Background: an optimization exercise with open tools, aiming at small area. Do not read the settings as production practice.
No functional check of the RTL was part of this run.

[flow/design.v]
module delay#(
    parameter VAL_DLY = 1000000  
)(
    input clk,      
    input rst,      
    input btn,      
    output reg delay_en  
);
reg [19:0] delay;  
always @(posedge clk or posedge rst) begin
    if (rst) begin
        delay <= 0;
        delay_en <= 0;
    end else begin
        if (btn) begin
            if (delay >= VAL_DLY) begin
                delay <= 0;
                delay_en <= 1;  
            end else begin
                delay <= delay + 1;
                delay_en <= 0;  
            end
        end else begin
            delay <= 0;
            delay_en <= 0;
        end
    end
end
endmodule
module vga_controller
#(
    parameter H_RES = 1920,
    parameter H_FRONT_PORCH = 88,
    parameter H_SYNC_PULSE = 44,
    parameter H_BACK_PORCH = 148,
    parameter V_RES = 1080,
    parameter V_FRONT_PORCH = 4,
    parameter V_SYNC_PULSE = 5,
    parameter V_BACK_PORCH = 36
)
(
    input clk,
    input rst,
    output video_on,
    output hsync,
    output vsync,
    output reg [11:0] h_count,
    output reg [11:0] v_count
);
    localparam H_FRAME = H_RES + H_FRONT_PORCH + H_SYNC_PULSE + H_BACK_PORCH - 1;
    localparam V_FRAME = V_RES + V_FRONT_PORCH + V_SYNC_PULSE + V_BACK_PORCH - 1;
always @(posedge clk or posedge rst) begin
if (rst)                 h_count <= 12'b0;    else
if (h_count == H_FRAME)  h_count <= 12'b0;    else
                         h_count <= h_count + 1;
    end
always @(posedge clk or posedge rst) begin
  if (rst) v_count <= 12'b0;  else 
  if (h_count == H_FRAME)     begin
  if (v_count == V_FRAME)  v_count <= 12'b0;else
                           v_count <= v_count + 1;
  end
end
    assign hsync    = ((h_count >= (H_RES + H_FRONT_PORCH)) && (h_count <  (H_RES + H_FRONT_PORCH + H_SYNC_PULSE)));
    assign vsync    = ((v_count >= (V_RES + V_FRONT_PORCH)) &&(v_count <  (V_RES + V_FRONT_PORCH + V_SYNC_PULSE)));
    assign video_on = (h_count < H_RES) && (v_count < V_RES);
endmodule
module rectangle#(
    parameter RC_H1 = 0,                
    parameter RC_H2 = 0,                
    parameter RC_V1 = 0,                
    parameter RC_V2 = 0,                
    parameter [11:0] COLOR = 12'h000    
)(
    input clk            ,                         
    input rst            ,  
    input video_on       ,  
    input btnU           ,  
    input btnD           ,  
    input [11:0] h_count ,  
    input [11:0] v_count ,  
    output reg [11:0] rgb,  
    output pe_u          ,  
    output pe_d          ,  
    output  [11:0] current_rc_h1,  
    output  [11:0] current_rc_h2,  
    output  [11:0] current_rc_v1,  
    output  [11:0] current_rc_v2   
);
localparam signed OFFSET = 10  ;  
logic signed [11:0] offset_ver1;  
logic reg_pe_r                 ;  
logic reg_pe_u                 ;  
logic delay_up                 ;  
logic delay_down               ;  
    assign pe_u = 1'b0;  
    assign pe_d = 1'b0;
    assign current_rc_h1 = RC_H1;  
    assign current_rc_h2 = RC_H2;
    assign current_rc_v1 = RC_V1 + offset_ver1;
    assign current_rc_v2 = RC_V2 + offset_ver1;
always @(posedge clk or posedge rst) begin
    if (rst)  rgb <= 12'h000;   else 
    if (((h_count >= current_rc_h1) && (h_count <=  current_rc_h2)) && ((v_count >= current_rc_v1) && (v_count <= current_rc_v2)))
        rgb <= video_on ? COLOR : 12'h000; else
        rgb <= 12'h000 ;
end
always @(posedge clk or posedge rst ) begin
    if(rst) offset_ver1 <= 12'b0;  else  
    if (delay_down) begin 
    if ((RC_V2 + offset_ver1 + OFFSET) <= 1079) offset_ver1 <= offset_ver1 + OFFSET; 
    end else
    if (delay_up) begin 
    if ((RC_V1 + offset_ver1 - OFFSET) >= 0)    offset_ver1 <= offset_ver1 - OFFSET;   
        end
    end
delay #(
.VAL_DLY(50000)              
    )delay_i_u(
        .clk      (clk      ),
        .rst      (rst      ),
        .btn      (btnU     ),
        .delay_en (delay_up )
                            );
delay #(
.VAL_DLY(50000)      
        )delay_i_d(
        .clk     (clk        ),
        .rst     (rst        ),
        .btn     (btnD       ),
        .delay_en(delay_down )
        );
endmodule
module circle#
(
    parameter P_H          = 0 ,  
    parameter P_V          = 0 ,  
    parameter radius       = 0 ,  
    parameter [11:0] COLOR = 12'hFFF        
)(
    input  clk           ,                            
    input  rst           ,                            
    input  video_on      ,  
    input [11:0] rc0_h1,  
    input [11:0] rc0_h2,  
    input [11:0] rc0_v1,  
    input [11:0] rc0_v2,  
    input [11:0] rc1_h1,  
    input [11:0] rc1_h2,  
    input [11:0] rc1_v1,  
    input [11:0] rc1_v2,  
    input [11:0] h_count,  
    input [11:0] v_count,  
    output reg [11:0] rgb                   
);
    localparam SCREEN_WIDTH  = 1920  ;  
    localparam SCREEN_LENGTH = 1080  ;
    logic [11:0] h_pos               ;  
    logic [11:0] v_pos               ;  
    logic [20:0] dh, dv              ;  
    logic [20:0] distance            ;  
    logic [20:0] p_radius            ;  
    logic        dir_right           ;  
    logic        move_tick           ;  
    logic        dir_down            ; 
    logic rec_hit_dect               ;
    logic rec_hit_dect_left;  
    logic rec_hit_dect_right;  
    logic any_rec_hit_dect;  
    assign p_radius = radius * radius;  
    assign dh = h_count - h_pos      ;  
    assign dv = v_count - v_pos      ;  
    assign distance = dh*dh + dv*dv  ;  
   assign rec_hit_dect_left  = ((h_pos + radius >= rc0_h1) && (h_pos - radius <= rc0_h2) &&
                                 (v_pos + radius >= rc0_v1) && (v_pos - radius <= rc0_v2));
    assign rec_hit_dect_right = ((h_pos + radius >= rc1_h1) && (h_pos - radius <= rc1_h2) &&
                                 (v_pos + radius >= rc1_v1) && (v_pos - radius <= rc1_v2));
    assign any_rec_hit_dect = rec_hit_dect_left || rec_hit_dect_right;
delay #(
.VAL_DLY(5000)              
        )delay_i_u(
        .clk    (clk      ),
        .rst    (rst      ),
        .btn    (1'b1     ),
       .delay_en(move_tick)
        );
    always @(posedge clk or posedge rst) begin
        if (rst) begin
            h_pos <= P_H/2;
            dir_right <= 1;
        end else if (any_rec_hit_dect) begin
            h_pos <= P_H/2;
            dir_right <= 1;
        end else if (move_tick) begin
            if (dir_right) begin
                if (h_pos + radius + 1 >= SCREEN_WIDTH) dir_right <= 0;    else      
                                                            h_pos <= h_pos + 1;
            end else begin
                if (h_pos <= radius + 1)  dir_right <= 1; else
                                              h_pos <= h_pos - 1;
            end
        end
    end
       always @(posedge clk or posedge rst) begin
        if (rst) begin
            v_pos <= P_V/2;
            dir_down <= 1;
        end else if (any_rec_hit_dect) begin
            v_pos <= P_V/2;
            dir_down <= 1;
        end else if (move_tick) begin
            if (dir_down) begin
                if (v_pos + radius + 1 >= SCREEN_LENGTH) dir_down<= 0;    else      
                                                          v_pos <= v_pos + 1;
            end else begin
                if (v_pos <= radius + 1)  dir_down <= 1; else
                                             v_pos <= v_pos - 1;
            end
        end
    end
    always@(posedge clk or posedge rst) begin
        if (rst)rgb <= 12'h000;else
        if (distance <= p_radius) rgb <= video_on ? COLOR : 12'h000;  else      
                                  rgb <= 12'h000;      
    end
endmodule
module top(
    input  clk           ,
    input  rst           ,
    input btnU           ,
    input btnD           ,
    input btnL           ,
    input btnR           ,
    output       Hsync   ,
    output       Vsync   ,
    output [3:0] vgaRed  ,
    output [3:0] vgaGreen,
    output [3:0] vgaBlue 
);
logic [19:0]delay    ;
logic [11:0]rgb      ;
logic [11:0]h_count  ;
logic [11:0]v_count  ;
logic [11:0]rgb_tr   ;
logic [11:0]rgb_rc   ;
logic [11:0]rgb_rc0  ;
logic [11:0]rgb_rc1  ;
logic [11:0]rgb_rc2  ;
logic [11:0]rgb_rc3  ;
logic [11:0]rgb_pre  ;
logic [11:0]rgb_circ ;
logic [3:0]red       ;
logic [3:0]green     ;
logic [3:0]blue      ;
logic clk_148Mhz     ;
logic video_on       ;
logic [11:0] left_rc_h1;
logic [11:0] left_rc_h2; 
logic [11:0] left_rc_v1; 
logic [11:0] left_rc_v2;
logic [11:0] right_rc_h1;
logic [11:0] right_rc_h2; 
logic [11:0] right_rc_v1; 
logic [11:0] right_rc_v2; 
assign vgaRed  = rgb[11:8]       ;
assign vgaGreen= rgb[7:4]        ;
assign vgaBlue = rgb[3:0]        ;
assign rgb_pre = (rgb_rc1 != 12'h000) ? rgb_rc1 :
                 (rgb_rc0 != 12'h000) ? rgb_rc0 :
                 (rgb_tr  != 12'h000) ? rgb_tr  :
                 (rgb_circ!= 12'h000) ? rgb_circ:
                 12'hF00; 
assign rgb = video_on ? rgb_pre : 12'h000;
assign clk_148Mhz = clk;
assign rgb_tr     = 12'h000;  
vga_controller vga_ctrl(
        .clk     (clk_148Mhz  ) ,
        .rst     (rst         ) ,
        .video_on(video_on    ) ,
        .hsync   (Hsync       ) ,
        .vsync   (Vsync       ) ,
        .h_count (h_count     ) ,
        .v_count (v_count     )
        );
circle#
(
        .P_H      (959       ) ,
        .P_V      (540       ) ,
        .radius   (60        ) ,
        .COLOR    (12'hFFF   )
) color_i  (
        .clk     (clk_148Mhz) ,
        .rst     (rst       ) ,
        .video_on(video_on  ) ,
        .h_count (h_count   ) ,
        .v_count (v_count   ) ,
        .rc0_h1       (left_rc_h1),  
        .rc0_h2     (left_rc_h2),  
        .rc0_v1     (left_rc_v1),  
        .rc0_v2     (left_rc_v2),  
        .rc1_h1     (right_rc_h1),  
        .rc1_h2     (right_rc_h2),  
        .rc1_v1     (right_rc_v1),  
        .rc1_v2     (right_rc_v2),  
        .rgb       (rgb_circ  )
);
rectangle #(
        .RC_H1 (100),  
        .RC_H2 (200),  
        .RC_V1 (0  ),  
        .RC_V2 (250),  
        .COLOR  (12'hFFF)   
) rectangle_left_i (
        .clk      (clk_148Mhz),
        .rst      (rst       ),
        .video_on (video_on  ),
        .h_count  (h_count   ),
        .v_count  (v_count   ), 
        .rgb      (rgb_rc0   ),
        .btnU     (btnU      ),
        .btnD     (btnR      ),
        .current_rc_h1 (left_rc_h1),  
        .current_rc_h2 (left_rc_h2),
        .current_rc_v1 (left_rc_v1),
        .current_rc_v2 (left_rc_v2)
);
rectangle #(
        .RC_H1  (1700   ),       
        .RC_H2  (1800   ),       
        .RC_V1  (0      ),        
        .RC_V2  (250    ),       
        .COLOR  (12'hFFF) 
) rectangle_right_i (
        .clk      (clk_148Mhz),
        .rst      (rst       ),
        .video_on (video_on  ),
        .h_count  (h_count   ),
        .v_count  (v_count   ),
        .rgb      (rgb_rc1   ),
        .btnU     (btnL      ),
        .btnD     (btnD      ),
        .current_rc_h1 (right_rc_h1),  
        .current_rc_h2 (right_rc_h2),
        .current_rc_v1 (right_rc_v1),
        .current_rc_v2 (right_rc_v2)
);
endmodule
[flow/run.sh]
#!/bin/bash
# synth_recipe.tcl (not shown) runs the flow's synth.tcl, then flattens the netlist and writes it again
# the make line also repeats each setting of config.mk as NAME=value (left out here)
make -C /OpenROAD-flow-scripts/flow DESIGN_CONFIG=/design/flow/config.mk WORK_HOME=/design/flow/orfs CLKGATE_MAP_FILE= SYNTH_SCRIPT=/design/flow/synth_recipe.tcl finish
[flow/config.mk]
export PLATFORM = sky130hd
export DESIGN_NAME = top
export DESIGN_NICKNAME = top
export VERILOG_FILES = /design/flow/design.v
export SDC_FILE = /design/flow/constraint.sdc
export NUM_CORES = 4
export LEC_CHECK = 0
export CAP_MARGIN = 20
export CORE_MARGIN = 2
export CORE_UTILIZATION = 40
export SLEW_MARGIN = 20
[flow/constraint.sdc]
create_clock -name core_clock -period 11.0 [get_ports {clk}]
set_input_delay 2.2000 -clock core_clock [delete_from_list [all_inputs] [get_ports {clk}]]
set_output_delay 2.2000 -clock core_clock [all_outputs]
set_load 0.01 [all_outputs]
==> run notes <==
The run finished with no timing, DRC or antenna violations. At the later pin of the worst-skew pair, clock insertion delay measures around 0.47 ns. The footprint of the flip-flops and latches is ~4500 um2.

The chip height came out at ~260 um. The total half-perimeter wirelength after legalization and detailed placement came out at roughly 51000 um. The number of fill cells is ~6200. The transition time at the pin with the least slew margin is 0.9849 ns. The placeable core region came out at approximately 63000 um2.

The highest achievable clock rate came out at 100.6 MHz. The maximum fanout along the worst path is 16. The final max-slew violation count came to 0. The floorplan step defined a die boundary enclosing between 60000 and 70000 um2.

The via count of the first global-routing pass is 19831. The synthesized instance count is 2816. Yosys mapped a number of flops with a built-in enable equal to 0. The worst path needs approximately 9.9 ns of the cycle, external delays included. The worst pin sits at a relative slew slack of 0.3387.

The mapped netlist covers about 25000 um2. The reported max-cap violation count is 0.

The combined global-route utilization of all metal layers is 0.1917. The number of resized instances in the post-cts repair step is 0. The count of hold buffers inserted by post-cts repair is 0. The arrival time of data at the critical path endpoint came out at a little over 10 ns. For this run, the leading register cell type out of synthesis is dfrtp_1. The CTS tree is built. The top-level port count is 20. The pre-antenna-repair detailed-routing pass consisted of 5 iterations. Buffers placed on the I/O ports in this run total 19. The number of hold violations in the final report is 0. The H-tree was split into 4 levels.

The endpoint required time on the critical path came out at approximately 11 ns. The worst setup path is launched from a flop. The deepest clock path buffer count came out at 2.

The final sum of negative setup slack came out at 0 ns. The row count came out at between 90 and 100. The slowest stage of the critical path belongs to the cell fa_1. The post-route clock period utilization came out at 0.9037. The worst setup path is of the flop to flop kind. The first-iteration detailed-routing DRC count came out at ~1100. The worst hold path belongs to the class flop to flop. STA classifies the critical path endpoint as a flop. The residual antenna-violating net count after detailed routing is 0. The average instance in the mapped netlist occupies approximately 9.0 um2. The clock transition at the register clock pins on the worst setup and hold paths after CTS is 0.09 ns. In the final layout, the multi-input gates occupy around 19000 um2. The total wire length after detailed routing came out at 61490 um.

The setup violation total in the final timing report is 0. The initial cell density of the core is 0.4039. The wire length of the first global-routing pass is between 100000 and 150000 um. The number of clock sinks came out at 180. The horizontal die dimension is between 200 and 300 um. The detailed-route vias per instance came out at approximately 5.2. The pin count of the biggest net entering global routing came out at 96. The weighted congestion reported at the end of routability-driven placement came out at between 0.9 and 1. For this run, the slowest stage of the critical path takes 0.85 ns.

The area growth from synthesis to layout is 6.784%. The initial antenna violation count is 2. The repair_antennas step left the layout with diodes totalling 0. The total setup buffers inserted after CTS is 0. The post-synthesis async set-or-reset flop share is 1.000. After the last flow step, the layout net total stands at 3441. The tree is rooted in a clkbuf_16.

Among the stages of the critical path, the cell type that occurs most often is fa_1. Counting the buffers created by CTS gives 17. The post-route clock skew is ~0.021 ns. The overall via count from detail_route came out at between 15000 and 20000. The share of synthesized area occupied by flip-flops and latches is 0.1778.

Global routing finished with a remaining overflow of 0. The total DRC errors in the routed layout is 0.

The number of synthesis warnings came out at 6. The flip-flop and latch count after synthesis is 180. Setup repair after global routing left no endpoint under its margin.

The count of distinct cell types in the synthesized netlist is 90. The ratio of cells with drive above 1 in the final layout came out at 0.03661. The average detailed-routed wire length per instance came out at 16.68 um.
-- flip-flops by register name, indices dropped and copies added (netlist names), 11 cells and up --
name                               cells
color_i.h_pos                         12
color_i.delay_i_u.delay               20
rectangle_left_i.offset_ver1          11
color_i.v_pos                         12
rectangle_right_i.delay_i_u.delay     20
vga_ctrl.h_count                      12
rectangle_left_i.delay_i_u.delay      20
vga_ctrl.v_count                      12
rectangle_right_i.delay_i_d.delay     20
rectangle_left_i.delay_i_d.delay      20
rectangle_right_i.offset_ver1         11
-- cell families after synthesis --
group | share of synthesized area
other | 0.0001474
buffers and inverters | 0.08919
muxes | 0.01313
xor gates and xnor gates | 0.07895
and+or+nand+nor | 0.1484
adders and majority gates | 0.3840
AOI/OAI and AO/OA | 0.1084
DFF | 0.1778
-- placed cells by master (no fill, tap or decap), types with 43 or more instances in the layout --
cell,count
a21o_1,47
a21oi_1,105
nand2_1,146
inv_1,508
dfrtp_1,166
nor2_1,272
xnor2_1,151
ha_1,315
xor2_1,72
nand3_1,81
o21ai_0,64
nand2b_1,43
fa_1,291
-- stage by stage --
step	util	std cells	setup WS (ns)	cell area (um2)	hold WS (ns)
after detailed placement	0.4223	3656	1.112	26590	0.4955
after global placement	0.4223	3656	1.357	26590	0.4745
after CTS	0.4312	3687	1.035	27150	0.5118
after global routing	0.4313	3687	0.3734	27160	0.5380
final	0.4313	3687	1.060	27160	0.5112
after floorplan	-	2838	1.764	25520	0.4623
-- cells in the mapped netlist (17+ instances only) --
library cell / number / area share
dfrtp_1: 166 / 0.16
nand4_1: 31 / 0.0076
mux2i_1: 30 / 0.012
fa_1: 291 / 0.23
inv_1: 509 / 0.075
nor2b_1: 38 / 0.0093
a31oi_1: 20 / 0.0049
a21o_1: 47 / 0.014
o21a_1: 21 / 0.0062
nand2b_1: 43 / 0.011
o21ai_0: 64 / 0.013
xnor2_1: 151 / 0.052
a21oi_1: 106 / 0.021
and3_1: 28 / 0.0069
nand3_1: 81 / 0.016
nor3_1: 38 / 0.0075
ha_1: 315 / 0.15
nor4_1: 24 / 0.0059
clkbuf_1: 40 / 0.0059
nor2_1: 272 / 0.040
nand2_1: 146 / 0.022
o211ai_1: 17 / 0.0050
xor2_1: 72 / 0.025
-- area by class of cell --
class | instances | area share
multi-input cells | 2075 | 0.6899
clock buffers | 19 | 0.01631
repair buffers | 37 | 0.01212
clock inverters | 12 | 0.004423
inverters | 518 | 0.07177
flip-flops and latches | 180 | 0.1665
well taps | 846 | 0.03897
-- critical path, delay by kind of cell (launching register included) --
| kind | cells | cell delay [ns] |
|---|---|---|
| AND/OR/NAND/NOR | 5 | 1.31 |
| adder cells (fa/ha/maj) | 10 | 5.14 |
| AO/OA/AOI/OAI | 10 | 1.69 |
| buffers and inverters | 6 | 0.60 |
| XOR/XNOR | 1 | 0.37 |
| flip-flops | 1 | 0.71 |
-- routing by layer --
metal | GRT usage | routed length, um
met1 | 0.2500 | 27400
met2 | 0.3330 | 30330
met3 | 0.02189 | 2101
met4 | 0.05832 | 1657
met5 | 0 | 0
-- path summary, 6_finish.rpt --
kind | from | to | slack (ns) | cells past startpoint
worst max-delay path | color_i.h_pos[2] | color_i.rgb[10] | 1.06 | 32
worst min-delay path | rectangle_left_i.delay_i_u.delay[15] | rectangle_left_i.delay_i_u.delay[15] | 0.51 | 2
worst max register to register | color_i.h_pos[2] | color_i.rgb[10] | 1.06 | 32
worst min register to register | rectangle_left_i.delay_i_u.delay[15] | rectangle_left_i.delay_i_u.delay[15] | 0.51 | 2
max in group asynchronous | rst | rectangle_right_i.offset_ver1[5] | 7.39 | 3
min in group asynchronous | rst | rectangle_left_i.delay_i_u.delay[13] | 2.29 | 2

static timing again, ports no longer ideal:
Ports are ideal in the flow. The routed layout listed here was re-timed in OpenROAD. Step 1 (the two cells are an assumption about what drives the block):
set clk [get_ports {clk}]
set_driving_cell -lib_cell sky130_fd_sc_hd__clkbuf_16 $clk
set_driving_cell -lib_cell sky130_fd_sc_hd__buf_2 [delete_from_list [all_inputs] $clk]
Step 2 moves the port delays by t, midway between the first and last clock arrival at a register: inputs arrive t later, outputs are due t later. That takes back most of the time a late clock gives input paths. a / b / c = no drivers / after step 1 / after step 2; a / b = the first two.
t (ns): 0.510
slack for setup (ns): 1.060 / 1.060 / 1.060
worst hold slack (ns): 0.511 / 0.511 / 0.511
worst setup path after step 2: register to register
After both steps this run still meets setup and hold. For this run, drivers alone change the setup slack by 0.000 ns; drivers and shift together by 0.000 ns.
